Context: an optimization exercise on an open-source flow, tuned for small area. The choices shown serve that exercise and are no tape-out recipe.
Only simulation tests tie the RTL to the original design; equivalence was not proved.
Power is estimated from default activity; no workload was simulated.

==> design/flow/design.v <==
module router_fifo(clk,rst,rd_en,we,din,dout,full,empty,sft_rst,lfd_state);
input clk,rst,rd_en,we,sft_rst,lfd_state;
input [7:0]din;
output reg [7:0]dout;
output full,empty;
reg [8:0]mem[15:0];
reg [4:0]wrp,rdp;
reg [6:0]count;
reg lfd_state_t;
always@(posedge clk)
begin
	if(!rst)
		lfd_state_t<=0;
	else
		lfd_state_t<=lfd_state;
end
always@(posedge clk)
begin
	if(!rst)
		count<=7'h0;
	else if(sft_rst)
		count<=7'h0;
	else if(rd_en && !empty)
		begin
			if(mem[rdp[3:0]][8]==1)
				count<=mem[rdp[3:0]][7:2]+1'b1;
		else if(count!=0)
		count<=count-1'b1;
end
end
always@(posedge clk)
begin
	if(!rst)
		dout<=8'h0;
	else if(sft_rst)
		dout<=8'h0;
	else if(rd_en&&!empty)
		dout<=mem[rdp[3:0]][7:0];
		else 
		dout<=8'h0;
end
always@(posedge clk)
begin
	if(!rst)
		mem[wrp[3:0]][8:0]<=9'h0;
	else if(sft_rst)
		mem[wrp[3:0]][8:0]<=9'h0;
	else if(we&&!full)
	begin
	if(lfd_state_t)
	begin
	mem[wrp[3:0]][8]<=1;
	mem[wrp[3:0]][7:0]<=din;
	end
	else
	begin
	mem[wrp[3:0]][8]<=0;
	mem[wrp[3:0]][7:0]<=din;
	end
	end
end
always@(posedge clk)
begin
	if(!rst)
		wrp<=5'h0;
	else if(sft_rst)
		wrp<=5'h0;
	else if(we &&!full)
		wrp<=wrp+1'b1;
end
always@(posedge clk)
begin
	if(!rst)
		rdp<=5'h0;
	else if(sft_rst)
		rdp<=5'h0;
	else if (rd_en && !empty)
		rdp<=rdp+1'b1;
end
assign full=((wrp=={~rdp[4],rdp[3:0]}))? 1'b1:1'b0;
assign empty =(wrp==rdp)||(sft_rst==1)? 1'b1:1'b0;
endmodule
module rfsm(clk,rst,parity_done,pkt_vld,sft_rst0,sft_rst1,sft_rst2,fifo_full,low_pkt_vld,fifo_empty0,fifo_empty1,fifo_empty2,din,busy,detect_add,ld_state,laf_state,full_state,write_enb_reg,rst_int_reg,lfd_state);
input clk,rst,parity_done,pkt_vld,sft_rst0,sft_rst1,sft_rst2,fifo_full,low_pkt_vld,fifo_empty0,fifo_empty1,fifo_empty2;
input [1:0]din;
output busy,detect_add,ld_state,laf_state,full_state,write_enb_reg,rst_int_reg,lfd_state;
parameter DECODE_ADDRESS = 3'b000,
	  WAIT_TILL_EMPTY=3'b001,
	  LOAD_FIRST_DATA = 3'b010,
	  LOAD_DATA = 3'b011,
	  LOAD_PARITY=3'b100,
	  FIFO_FULL_STATE=3'b101,
	  LOAD_AFTER_FULL=3'b110,
	  CHECK_PARITY_ERROR=3'b111;
reg [1:0] addr;
reg [2:0] state,next;
always @(posedge clk)
begin
	if(!rst)
		addr<=0;
	else if(state==DECODE_ADDRESS)
		addr<=din;
end
always@(posedge clk)
begin
	if(!rst)
		state<=DECODE_ADDRESS;
		else if(sft_rst0||sft_rst1||sft_rst2)
		state<=DECODE_ADDRESS;
	else
		state<=next;
end
always@(*)
begin
next=DECODE_ADDRESS;
	case(state)
		DECODE_ADDRESS:
		begin
			if((pkt_vld & din[1:0]==0 & fifo_empty0)|(pkt_vld & din[1:0]==1 & fifo_empty1)|(pkt_vld & din[1:0]==2 & fifo_empty2))
				next=LOAD_FIRST_DATA;
			else if((pkt_vld & din[1:0]==0 & ~fifo_empty0)|(pkt_vld & din[1:0]==1 & ~fifo_empty1)|(pkt_vld & din[1:0]==2 & ~fifo_empty2))
				next=WAIT_TILL_EMPTY;
			else
				next=DECODE_ADDRESS;
				end
		WAIT_TILL_EMPTY:
		begin
			if(fifo_empty0 &&(addr==2'd0)||fifo_empty1&&(addr==2'd1)||fifo_empty2&&(addr==2'd2))
				next=LOAD_FIRST_DATA;
			else
				next=WAIT_TILL_EMPTY;
				end
		LOAD_FIRST_DATA:
			next=LOAD_DATA;
		LOAD_DATA:
		begin
			if(!fifo_full && !pkt_vld)
				next=LOAD_PARITY;
			else if(fifo_full)
				next=FIFO_FULL_STATE;
			else
				next=LOAD_DATA;
				end
		LOAD_PARITY:
			next=CHECK_PARITY_ERROR;
		FIFO_FULL_STATE:
		begin
			if(fifo_full)
				next=FIFO_FULL_STATE;
			else 
				next=LOAD_AFTER_FULL;
				end
		LOAD_AFTER_FULL:
			begin
		   if(!parity_done && low_pkt_vld)
				next=LOAD_PARITY;
			else if(!parity_done && !low_pkt_vld)
				next=LOAD_DATA;
	   		else if(parity_done)
				next=DECODE_ADDRESS;
				end
		CHECK_PARITY_ERROR:
		begin
			if(fifo_full)
				next=FIFO_FULL_STATE;
			else if(!fifo_full)
				next=DECODE_ADDRESS;
				end
	endcase
end
assign lfd_state=(state==LOAD_FIRST_DATA)? 1'b1:1'b0;
assign detect_add=(state==DECODE_ADDRESS)? 1'b1:1'b0;
assign ld_state=(state==LOAD_DATA)? 1'b1:1'b0;
assign full_state=(state==FIFO_FULL_STATE)? 1'b1:1'b0;
assign laf_state=(state==LOAD_AFTER_FULL)? 1'b1:1'b0;
assign write_enb_reg=((state==LOAD_DATA)||(state==LOAD_PARITY)||(state==LOAD_AFTER_FULL))? 1'b1:1'b0;
assign rst_int_reg=(state==CHECK_PARITY_ERROR)? 1'b1:1'b0;
assign busy=((state==DECODE_ADDRESS)||(state==LOAD_DATA))? 1'b0:1'b1;
endmodule
module router_reg(clk,rst,pkt_vld,din,fifo_full,rst_int_reg,detect_add,ld_state,laf_state,full_state,lfd_state,parity_done,low_pkt_vld,err,dout);
input clk,rst,pkt_vld,fifo_full,rst_int_reg,detect_add,ld_state,laf_state,full_state,lfd_state;
input [7:0]din;
output reg parity_done,low_pkt_vld,err;
output reg [7:0]dout;
reg [7:0] packet_parity,header,internal_parity,fifo_full_state;
always@(posedge clk)
begin
	if(!rst)
		dout<=0;
	else if(lfd_state)
		dout<=header;
	else if(pkt_vld&&ld_state&&!fifo_full)
		dout<=din;
	else if(ld_state&&fifo_full)
	begin
	  fifo_full_state<=din;
	    if(laf_state)
			dout<=fifo_full_state;
			end
		else if(~pkt_vld)
	dout<=din;
	else
		dout<=dout;
end
always@(posedge clk)
begin
	if(!rst)
		header<=0;
	else if(detect_add && pkt_vld&&din[1:0]!=2'b11)
		header<=din;
	else
		header<=header;
end
always@(posedge clk)
begin
	if(!rst)
		low_pkt_vld<=0;
	else if(rst_int_reg)
		low_pkt_vld<=0;
	else if(ld_state && !pkt_vld)
		low_pkt_vld<=1;
	else
		low_pkt_vld<=low_pkt_vld;
end
always@(posedge clk)
begin
	if(!rst)
		packet_parity<=8'd0;
	else if(detect_add)
		packet_parity<=8'd0;
	else if((ld_state&&!pkt_vld&&!fifo_full)||(laf_state&&!parity_done&&low_pkt_vld))
		packet_parity<=din;
		else
		packet_parity<=packet_parity;
end
always@(posedge clk)
begin
	if(!rst)
		internal_parity<=8'd0;
	else if(detect_add)
		internal_parity<=8'd0;
	else if(lfd_state&&pkt_vld)
		internal_parity<=internal_parity^header;
	else if(ld_state && pkt_vld&&!full_state)
		internal_parity<=internal_parity^din;
        else
	 internal_parity<=internal_parity;
 end
always@(posedge clk)
begin
	if(!rst)
		parity_done<=1'b0;
	else if(detect_add)
		parity_done<=1'b0;
	else if((ld_state&&!pkt_vld&&!fifo_full)||(laf_state&&!parity_done&&low_pkt_vld))
		parity_done<=1'b1;
		else
		parity_done<=parity_done;
end
always@(posedge clk)
begin
	if(!rst)
		err<=0;
	else if(parity_done)
	begin
		if(internal_parity==packet_parity)
			err<=1'b0;
		else
			err<=1'b1;
	end
	else
		err<=0;
end
endmodule
module rsynch(detect_add,data_in,wrt_enb_reg,clk,rst,rd_en0,rd_en1,rd_en2,empty_0,empty_1,empty_2,full0,full1,full2,sft_rst0,sft_rst1,sft_rst2,vld_out0,vld_out1,vld_out2,fifo_full,wrt_enb);
input detect_add,wrt_enb_reg,clk,rst,rd_en0,rd_en1,rd_en2,empty_0,empty_1,empty_2,full0,full1,full2;
input [1:0] data_in;
output reg sft_rst0,sft_rst1,sft_rst2,fifo_full;
output vld_out0,vld_out1,vld_out2;
output reg [2:0]wrt_enb;
reg [1:0]fifo_add;
reg [4:0] count_sft_rst0,count_sft_rst1,count_sft_rst2;
wire w0,w1,w2;
always @(posedge clk)
begin
	if(!rst)
		fifo_add<=2'd0;
	else if(detect_add)
		fifo_add<=data_in;
end
always@(*)
begin
	if(wrt_enb_reg)
	begin
		case (fifo_add)
			2'b00:wrt_enb=3'b001;
			2'b01:wrt_enb=3'b010;
			2'b10:wrt_enb=3'b100;
			2'b11:wrt_enb=3'b000;
		endcase
	end
	else
		wrt_enb=3'b000;
end
always@(*)
begin
	case(fifo_add)
		2'b00:fifo_full=full0;
		2'b01:fifo_full=full1;
		2'b10:fifo_full=full2;
		2'b11:fifo_full=1'b0;
	endcase
end
assign vld_out0=!empty_0;
assign vld_out1=!empty_1;
assign vld_out2=!empty_2;
always @(posedge clk)
begin
	if(!rst)
	begin
	count_sft_rst0<=1;
	sft_rst0<=0;
        end
	else if(!vld_out0)
	begin
		count_sft_rst0<=1;
		sft_rst0<=0;
	end
	else if(rd_en0)
	begin
		count_sft_rst0<=1;
		sft_rst0<=0;
	end
        else if(w0)
	begin
		count_sft_rst0<=1;
		sft_rst0<=1;
	end
        else
	begin
		count_sft_rst0<=count_sft_rst0+1;
		sft_rst0<=0;
	end
end
always @(posedge clk)
begin
	if(!rst)
	begin
	count_sft_rst1<=1;
	sft_rst1<=0;
        end
	else if(!vld_out1)
	begin
		count_sft_rst1<=1;
		sft_rst1<=0;
	end
	else if(rd_en1)
	begin
		count_sft_rst1<=1;
		sft_rst1<=0;
	end
        else if(w1)
	begin
		count_sft_rst1<=1;
		sft_rst1<=1;
	end
        else
	begin
		count_sft_rst1<=count_sft_rst1+1;
		sft_rst1<=0;
	end
end
always @(posedge clk)
begin
	if(!rst)
	begin
	count_sft_rst2<=1;
	sft_rst2<=0;
        end
	else if(!vld_out2)
	begin
		count_sft_rst2<=1;
		sft_rst2<=0;
	end
	else if(rd_en2)
	begin
		count_sft_rst2<=1;
	sft_rst2<=0;
	end
        else if(w2)
	begin
		count_sft_rst2<=5'b1;
		sft_rst2<=1'b1;
	end
        else
	begin
		count_sft_rst2<=count_sft_rst2+1;
		sft_rst2<=1'b0;
	end
end
assign w0=(count_sft_rst0==5'd30)? 1'b1:1'b0;
assign w1=(count_sft_rst1==5'd30)? 1'b1:1'b0;
assign w2=(count_sft_rst2==5'd30)? 1'b1:1'b0;
endmodule
module router_top(clk,rst,din,rd_en0,rd_en1,rd_en2,pkt_vld,vld_out0,vld_out1,vld_out2,dout0,dout1,dout2,busy,err);
input clk,rst,rd_en0,rd_en1,rd_en2,pkt_vld;
input [7:0] din;
output vld_out0,vld_out1,vld_out2,busy,err;
output [7:0]dout0,dout1,dout2;
wire [2:0]write_enb;
wire [7:0]dout;
wire empty0,empty1,empty2,full0,full1,full2,sft_rst0,sft_rst1,sft_rst2,lfd_state,detect_add,ld_state,laf_state,full_state,write_enb_reg,rst_int_reg,low_pkt_vld,parity_done,fifo_full;
rfsm FSM(clk,rst,parity_done,pkt_vld,sft_rst0,sft_rst1,sft_rst2,fifo_full,low_pkt_vld,empty0,empty1,empty2,din[1:0],busy,detect_add,ld_state,laf_state,full_state,write_enb_reg,rst_int_reg,lfd_state);
rsynch SYN(detect_add,din[1:0],write_enb_reg,clk,rst,rd_en0,rd_en1,rd_en2,empty0,empty1,empty2,full0,full1,full2,sft_rst0,sft_rst1,sft_rst2,vld_out0,vld_out1,vld_out2,fifo_full,write_enb);
router_reg REG(clk,rst,pkt_vld,din,fifo_full,rst_int_reg,detect_add,ld_state,laf_state,full_state,lfd_state,parity_done,low_pkt_vld,err,dout);
router_fifo FIFO_0(clk,rst,rd_en0,write_enb[0],dout,dout0,full0,empty0,sft_rst0,lfd_state);
router_fifo FIFO_1(clk,rst,rd_en1,write_enb[1],dout,dout1,full1,empty1,sft_rst1,lfd_state);
router_fifo FIFO_2(clk,rst,rd_en2,write_enb[2],dout,dout2,full2,empty2,sft_rst2,lfd_state);
endmodule
==> design/flow/run.sh <==
#!/bin/bash
# synth_recipe.tcl (not shown) runs the flow's synth.tcl, then flattens the netlist and writes it again
# the make line also repeats each setting of config.mk as NAME=value (left out here)
make -C /OpenROAD-flow-scripts/flow DESIGN_CONFIG=/design/flow/config.mk WORK_HOME=/design/flow/orfs CLKGATE_MAP_FILE= SYNTH_SCRIPT=/design/flow/synth_recipe.tcl finish
==> design/flow/config.mk <==
export PLATFORM = sky130hd
export DESIGN_NAME = router_top
export DESIGN_NICKNAME = router_top
export VERILOG_FILES = /design/flow/design.v
export SDC_FILE = /design/flow/constraint.sdc
export NUM_CORES = 4
export LEC_CHECK = 0
export CAP_MARGIN = 20
export CORE_MARGIN = 2
export CORE_UTILIZATION = 40
export SLEW_MARGIN = 20
==> design/flow/constraint.sdc <==
create_clock -name core_clock -period 4.0 [get_ports {clk}]
set_input_delay 0.8000 -clock core_clock [delete_from_list [all_inputs] [get_ports {clk}]]
set_output_delay 0.8000 -clock core_clock [all_outputs]
set_load 0.01 [all_outputs]
==> run summary <==
[layer usage]
layer	GRT usage, %	up-vias	routed length (µm)	share of wire (%)
li1	-	4723	-	-
met1	22.0	5329	18500	44
met2	27.2	230	20700	49
met3	3.44	46	2080	5.0
met4	3.92	0	709	1.7
met5	0	-	0	0
[cell usage after synthesis (3+ instances only)]
cell type  count
ha_1          21
edfxtp_1     384
nor3b_2        5
clkbuf_1      30
nand2_1       29
dfxtp_1      112
mux4_2       120
or2_2          4
nand3b_1       3
and4_1         5
nand3_1       17
buf_4         10
o211ai_1       9
o21ai_0       10
or3_1         19
nor3_1        10
o21ai_1        8
nor2_1        85
and3_1        16
nor2b_1        9
nand2b_1      13
buf_2         10
and2_1        59
mux2i_1       27
xnor2_1       20
inv_1         12
nand4_1       15
xor2_1        37
a21oi_1       31
buf_6          7
buf_1          7
[kinds of logic (layout without fill, tap and decap cells)]
family / Yosys count / after routing / share of synthesized area [%]
xor+xnor: 58 / 58 / 2.56
flops: 496 / 496 / 68.4
buf+inv: 76 / 183 / 1.93
fa+ha+maj: 21 / 21 / 1.30
mux: 147 / 147 / 14.8
compound gates: 74 / 74 / 2.39
simple gates: 311 / 311 / 8.67
[state kept, by name, summed over array words and instances (netlist names), 3 cells and up]
| register | count |
|---|---|
| FIFO_0.wrp | 5 |
| SYN.count_sft_rst0 | 5 |
| FIFO_2.mem | 128 |
| SYN.count_sft_rst1 | 5 |
| FIFO_1.mem | 128 |
| FIFO_0.rdp | 5 |
| REG.header | 8 |
| FIFO_2.rdp | 5 |
| REG.dout | 8 |
| REG.internal_parity | 8 |
| FIFO_1.rdp | 5 |
| FIFO_0.dout | 8 |
| SYN.count_sft_rst2 | 5 |
| FIFO_2.dout | 8 |
| FIFO_1.dout | 8 |
| FIFO_0.mem | 128 |
| REG.packet_parity | 8 |
| FIFO_1.wrp | 5 |
| FIFO_2.wrp | 5 |
| FSM.state | 3 |
[worst max-delay path: cells and delay by family (launching register included)]
| kind | cells | cell delay (ps) |
|---|---|---|
| buffers and inverters | 2 | 910 |
| AO/OA/AOI/OAI | 1 | 440 |
| flip-flops | 1 | 300 |
| XOR/XNOR | 1 | 270 |
| AND/OR/NAND/NOR | 1 | 100 |
[worst paths after layout]
path	start	endpoint	slack, ps	cells past startpoint
setup reg to reg	FSM.state[0]	FIFO_0.mem[4][3]	1170	6
hold / removal	REG.packet_parity[5]	REG.packet_parity[5]	480	2
setup / recovery	FIFO_0.rdp[2]	vld_out0	610	5
hold reg to reg	REG.packet_parity[5]	REG.packet_parity[5]	480	2
[final cells by class]
class | count | area share [%]
Multi-Input combinational cell | 611 | 26.1
Clock buffer | 70 | 6.05
Sequential cell | 496 | 60.1
Inverter | 12 | 0.196
Tap cell | 672 | 3.67
Clock inverter | 23 | 0.976
Timing Repair Buffer | 78 | 2.99
[power groups by stage]
stage                     Clock, mW  Sequential [mW]  Combinational (mW)
final                          4.57             5.68               0.825
after global routing           4.87             5.69               0.899
after CTS                      4.69             5.68               0.834
after detailed placement          0             5.79               0.832
after global placement            0             5.79               0.827
after floorplan                   0             5.73               0.636
==> impl_metrics.toml <==
[status]
status = "finished clean"

[cts]
holdBufCountCts = 0
clk_pin_slew_worst_paths_ps = 50
ctsResizeCount = 0
cts_setup_buffers = 0
cts_made_buffers = 51
htreeDepth = 2
max-clock-path-buffers = 3
cts_tree = "built"
clkLatencyLatePin_ps = 580
clock-sinks = 496
cts-root-buf = "clkbuf_16"

[die]
core-area_um2 = 50000
num_io_pins = 43
die_w_um = 228
initial_core_util_pct = 40.3
die_area_um2 = 52200
die_h_um = 228
row_count = 82

[global_routing]
grt_max_degree = 36
gr-total-overflow = 0
antenna_found_initial = 0
grt_pass1_vias = 10600
grt_pass1_wl_mm = 64.6
grt_usage_pct = 16.3

[finish]
area_growth_pct = 13.9
seq_area_um2 = 13800
n_antenna_cell = 0
design_area_um2 = 22900
utilization_pct = 45.9
layout_commonest_cell = "edfxtp_1"
final_cell_mix = "edfxtp_1 (384), mux4_2 (120), dfxtp_1 (109), nor2_1 (85), and2_1 (59)"
layout-drive-gt1-share_pct = 19.8
finalNetCount = 1285
multiInputGateArea_um2 = 5980
n_fill_cell = 4342
stdcell_count = 1962

[synthesis]
ys_async_sr_fraction_pct = 0
ys_ff_latch = 496
synth-main-ff-cell = "edfxtp_1"
synth_cell_types = 60
synth.avg_cell_area_um2 = 17.0
yosysWarnings = 4
synth_top_area_share_pct = 57.3
syn-num-nets = 1218
netlist_area_um2 = 20100
yosysTopAreaCell = "edfxtp_1"
synthCells = 1183
seq_area_frac_synth_pct = 68.4
synth_edf_count = 384
synth_area_leaders = "edfxtp_1 (57%), mux4_2 (13%), dfxtp_1 (11%)"

[critical_path]
crit_path_end_kind = "primary output"
critPathArrivalTime_ps = 2590
worstPathCellList = "buf_4 > xor2_1 > nor4_4 > a21oi_1 > clkdlybuf4s50_1"
cp_slowest_stage_delay_ps = 640
worstSetupStartpointType = "flip-flop"
worst-path-max-fanout = 12
critPathSlowestCell = "clkdlybuf4s50_1"
crit_type = "reg -> out"
cp_data_required_time_ps = 3200

[sta]
rsz0062_at_grt = "false"
hold_viol_final = 0
period_share_pct = 84.8
min_period_ps = 3390
maxClockFrequency_mhz = 295
drv_slew = 0
holdWs_ps = 476
setup_tns_ps = 0
worst_slack_ps = 606
slew_headroom_pct = 36.1
finalClockSkew_ps = 11.5
setup_viol_count_final = 0
worstMarginPinSlew_ps = 956

[routing]
drc = 0
ant_nets = 0
drt-vias-per-instance = 5.26
vias = 10300
initialDrtViolationCount = 632
firstDrtPassIters = 5
routedWlPerCell_um = 21.4
drt_wl_total_mm = 42.0

[placed_design]
hpwl_mm = 26.9
routabilityCongestion = 0.780
portBuffers = 42
placed_area_um2 = 21300
dp.cells = 1869
dpl_worst_slack_ps = 1090

[power_and_ir_drop]
ir_drop_v = 0.000323
internal_power_mw = 8.63
pwr-share-seq_pct = 51.3
clkPwrFrac_pct = 41.3
power_switching_mw = 2.44
p_sw_share_pct = 22.1
p_per_area_nw_per_um2 = 483
leakage_nw = 7.73
power_mw = 11.1
comb_power_share_pct = 7.5

[hold_path]
min_path_type = "reg -> reg"

[flow_run]
maxCapViolations = 0

[port drivers added, routing unchanged]
The flow's constraints put no driver on any port. The routed layout listed below was extracted and timed again, unchanged, in two steps. Step 1: set_driving_cell puts a clkbuf_16 on clk and a buf_2 on each other input, an assumption about the parent block. Step 2 also shifts input and output timing later by t, the mid clock arrival at the registers, as if the neighbouring blocks saw the same clock. a / b / c = no drivers / after step 1 / after step 2; a / b = the first two.
shift t [ns]: 0.623
slack for setup (ns): 0.606 / 0.555 / 1.095
slew at the worst register clock pin (ns): 0.06 / 0.06
After both steps this run still meets setup and hold. The setup slack of this run moves by -0.051 ns with the drivers and by +0.489 ns with both steps.
